This is an optimization exercise on Yosys and OpenROAD, whose aim is small area, a short achievable clock period and few clock cycles per item, not a production implementation. Function was checked by simulation only, so behaviour that the tests miss may differ from the original.

== build 19 ==
==> flow/design.v <==
module tiny_encryption_algorithm(
    input              clk,         
    input              rst_n,       
    input              key_valid,   
    input              ptxt_valid,  
    input      [63:0]  ptxt,        
    input      [127:0] key,         
    output     [63:0]  ctxt,        
    output reg         ctxt_ready   
);
localparam [31:0] DELTA   = 32'h9e3779b9;
localparam [31:0] SUM_END = 32'hc6ef3720;  
reg         busy;
reg         idle;    
reg         phase;   
reg [31:0]  sum;
reg [31:0]  a, b;
reg [127:0] k;
wire start = key_valid & ptxt_valid & ~busy;
wire last  = phase & (sum == SUM_END);
wire busy_next = busy ? ~last : start;
function automatic [31:0] add32(input [31:0] x, input [31:0] y);
    reg [31:0] p, g, c;
    reg [31:0] g2, p2;    
    reg [15:0] gg, pp;    
    integer l, i, j;
    begin
        p = x ^ y; g = x & y;
        g2[0] = g[0]; p2[0] = p[0];
        for (i = 1; i < 32; i = i + 1) begin
            g2[i] = g[i] | (p[i] & g[i-1]);
            p2[i] = p[i] & p[i-1];
        end
        for (i = 0; i < 16; i = i + 1) begin
            gg[i] = g2[2*i+1]; pp[i] = p2[2*i+1];
        end
        for (l = 0; l < 4; l = l + 1)
            for (i = 15; i >= 0; i = i - 1)
                if ((i >> l) & 1) begin
                    j = ((i >> l) << l) - 1;
                    gg[i] = gg[i] | (pp[i] & gg[j]);
                    pp[i] = pp[i] & pp[j];
                end
        c[0] = 1'b0;
        c[1] = g[0];
        for (i = 1; i < 16; i = i + 1) begin
            c[2*i] = gg[i-1];
            c[2*i+1] = g2[2*i] | (p2[2*i] & gg[i-1]);
        end
        add32 = p ^ c;
    end
endfunction
function automatic [31:0] cy32(input [31:0] x, input [31:0] y);
    reg [31:0] p, g, c;
    reg [31:0] g2, p2;    
    reg [15:0] gg, pp;    
    integer l, i, j;
    begin
        p = x ^ y; g = x & y;
        g2[0] = g[0]; p2[0] = p[0];
        for (i = 1; i < 32; i = i + 1) begin
            g2[i] = g[i] | (p[i] & g[i-1]);
            p2[i] = p[i] & p[i-1];
        end
        for (i = 0; i < 16; i = i + 1) begin
            gg[i] = g2[2*i+1]; pp[i] = p2[2*i+1];
        end
        for (l = 0; l < 4; l = l + 1)
            for (i = 15; i >= 0; i = i - 1)
                if ((i >> l) & 1) begin
                    j = ((i >> l) << l) - 1;
                    gg[i] = gg[i] | (pp[i] & gg[j]);
                    pp[i] = pp[i] & pp[j];
                end
        c[0] = 1'b0;
        c[1] = g[0];
        for (i = 1; i < 16; i = i + 1) begin
            c[2*i] = gg[i-1];
            c[2*i+1] = g2[2*i] | (p2[2*i] & gg[i-1]);
        end
        cy32 = c;
    end
endfunction
function automatic [31:0] addgp(input [31:0] g, input [31:0] p);
    reg [31:0] c, g2, p2;
    reg [15:0] gg, pp;
    integer l, i, j;
    begin
        g2[0] = g[0]; p2[0] = p[0];
        for (i = 1; i < 32; i = i + 1) begin
            g2[i] = g[i] | (p[i] & g[i-1]);
            p2[i] = p[i] & p[i-1];
        end
        for (i = 0; i < 16; i = i + 1) begin
            gg[i] = g2[2*i+1]; pp[i] = p2[2*i+1];
        end
        for (l = 0; l < 4; l = l + 1)
            for (i = 15; i >= 0; i = i - 1)
                if ((i >> l) & 1) begin
                    j = ((i >> l) << l) - 1;
                    gg[i] = gg[i] | (pp[i] & gg[j]);
                    pp[i] = pp[i] & pp[j];
                end
        c[0] = 1'b0;
        c[1] = g[0];
        for (i = 1; i < 16; i = i + 1) begin
            c[2*i] = gg[i-1];
            c[2*i+1] = g2[2*i] | (p2[2*i] & gg[i-1]);
        end
        addgp = p ^ c;
    end
endfunction
wire [31:0] c0 = cy32(b << 4, k[127:96]);
wire [31:0] c1 = cy32(b, sum);
wire [31:0] c2 = cy32(b >> 5, k[95:64]);
wire [31:0] pe = (b << 4) ^ k[127:96] ^ b ^ sum ^ (b >> 5) ^ k[95:64];
wire [31:0] pf = (c0 ^ c1) ^ (c2 ^ (pe ^ a));     
wire [31:0] fg = {32{busy}} & a & ~pf;
wire [31:0] fp = ({32{busy}} & pf) | ({32{idle}} & ptxt[31:0]);
wire [31:0] b_next = addgp(fg, fp);
always @(posedge clk or negedge rst_n) begin
    if (!rst_n) begin
        busy       <= 1'b0;
        ctxt_ready <= 1'b0;
    end else begin
        busy <= busy_next;
        if (busy & last) ctxt_ready <= 1'b1;
        else if (start) ctxt_ready <= 1'b0;
    end
end
always @(posedge clk) begin
    idle <= ~busy_next;
    k <= ({128{busy}} & {k[63:0], k[127:64]}) | ({128{idle}} & key);
    if (busy | start) begin
        a <= ({32{busy}} & b) | ({32{idle}} & ptxt[63:32]);
        b <= b_next;
    end
    if (busy) begin
        phase <= ~phase;
        if (phase) sum <= add32(sum, DELTA);
    end else begin
        phase <= 1'b0;
        sum   <= DELTA;
    end
end
assign ctxt = {a, b};
endmodule
Settings: LEC_CHECK=0, ABC_AREA=1, CAP_MARGIN=20, CORE_MARGIN=2, CORE_UTILIZATION=40, CTS_BUF_LIST=sky130_fd_sc_hd__clkbuf_8, CTS_CLUSTER_DIAMETER=60, CTS_CLUSTER_SIZE=12, SETUP_SLACK_MARGIN=5, SLEW_MARGIN=20; clock period 9.5 ns.
standard.sh (not shown) runs the stock make flow with config.mk's settings and CLKGATE_MAP_FILE= SYNTH_SCRIPT=/design/flow/synth_recipe.tcl, a recipe that flattens the netlist after the stock synthesis.
==> flow/flow/run.sh <==
#!/bin/bash
set -euo pipefail
args=()
while IFS= read -r line; do
  [[ -z "$line" || "$line" == \#* ]] && continue
  args+=("$line")
done < flow/make_vars.txt
bash standard.sh "${args[@]}" finish > standard_flow.log 2>&1
==> flow/flow/make_vars.txt <==
BUFFER_PORTS_ARGS=-buffer_cell sky130_fd_sc_hd__buf_1
CTS_ARGS=-sink_clustering_enable -repair_clock_nets -sink_clustering_size 12 -sink_clustering_max_diameter 60 -buf_list sky130_fd_sc_hd__clkbuf_8 -dont_use_dummy_load
SETUP_SLACK_MARGIN=6.0
Build 19 went all the way through synthesis, placement and routing and the layout is clean on timing, DRC and antenna.
Testbench counts of build 19, summed over its fixed seeds: cycles 33,280, items 512.
For build 31, these inputs were changed with respect to build 19:
==> flow/flow/make_vars.txt <==
BUFFER_PORTS_ARGS=-buffer_cell sky130_fd_sc_hd__buf_1
CTS_ARGS=-sink_clustering_enable -repair_clock_nets -sink_clustering_size 12 -sink_clustering_max_diameter 60 -buf_list sky130_fd_sc_hd__clkbuf_8 -dont_use_dummy_load
SETUP_SLACK_MARGIN=5.8
[summary]
Both conditions hold for build 31: the flow ran to the end and the final layout passed the timing, DRC and antenna checks.
Build 19 -> build 31: number of sinks on the clock net delta 0, exact match
Worst-case hold slack (higher): build 19
Build 31 vs. build 19: number of DRC violations after detailed-routing iteration 0 shrank by 22, count of cell instances traversed by the critical path now sits higher.
For count of placed standard cells including taps, build 31 and build 19 come out practically identical.
In build 31, the sequential share of layout area came out 0.92 points above the value in build 19.
Build 31 against build 19: non-clock buffer area fraction after layout moved down; area occupied by multi-input gates moved down.
Met1 wire length (lower): build 19
The final period demand of the worst path in build 31 sits 0.013 ns above the value recorded for build 19.
Of build 31 and build 19, the lower share of layout cells above drive strength 1 belongs to build 31.
Modified inputs, build 57 compared to build 31
==> flow/flow/make_vars.txt <==
BUFFER_PORTS_ARGS=-buffer_cell sky130_fd_sc_hd__buf_1
CTS_ARGS=-sink_clustering_enable -repair_clock_nets -sink_clustering_size 12 -sink_clustering_max_diameter 60 -buf_list sky130_fd_sc_hd__clkbuf_8 -dont_use_dummy_load
SETUP_SLACK_MARGIN=5.5
## What came out
Looking at slowest stage cell on the critical path, the sky130_fd_sc_hd__a21o_1 result is from build 31; the sky130_fd_sc_hd__a22o_1 one comes from build 57. Cmp build 57 vs build 31: half-perimeter wire length of the detailed placement result lower in build 57. Summary of build 57 over build 31: total routed wirelength went down 1.0 mm; cell area went down 3.9%.
## Diff of input files: build 95 against build 57
==> flow/flow/make_vars.txt <==
BUFFER_PORTS_ARGS=-buffer_cell sky130_fd_sc_hd__buf_1
CTS_ARGS=-sink_clustering_enable -repair_clock_nets -sink_clustering_size 16 -sink_clustering_max_diameter 70 -buf_list sky130_fd_sc_hd__clkbuf_8 -dont_use_dummy_load
SETUP_SLACK_MARGIN=5.5
Findings:
- For final cell count, build 57 and build 95 come out practically identical.
- Re top-level port count: no difference whatsoever between build 57 and build 95.
- Looking only at first-pass GRT wire length, and setting everything else aside, the higher value of build 57 and build 95 goes to build 57.

-- static timing again, ports no longer ideal --
The flow's constraints put no driver on any port. The routed layouts listed below were extracted and timed again, unchanged, in two steps. Step 1 sets driving cells, clkbuf_16 on the clock port and buf_2 on the other inputs (assumed; they add their load-dependent delay and slew). Step 2 times the ports against the registers' clock, not the clock port: input delays grow and output delays shrink by t, the midpoint of the rising clock arrivals with the driver on. Three values: ideal ports, drivers, drivers and shift; two values: the first two.
run	t, ns	setup slack, ns	worst data-port slew with drivers (ns)	pins driven straight from the clock port
build 19	0.641	5.922 / 5.929 / 5.306	0.05	1
build 31	0.633	5.908 / 5.918 / 5.285	0.06	1
build 57	0.622	5.792 / 5.809 / 5.187	0.05	1
build 95	0.613	5.771 / 5.787 / 5.174	0.05	1
After both steps setup and hold are still met in every run listed. The setup slack of build 31, which loses most, moves by +0.010 ns with the drivers and by -0.623 ns with both steps.
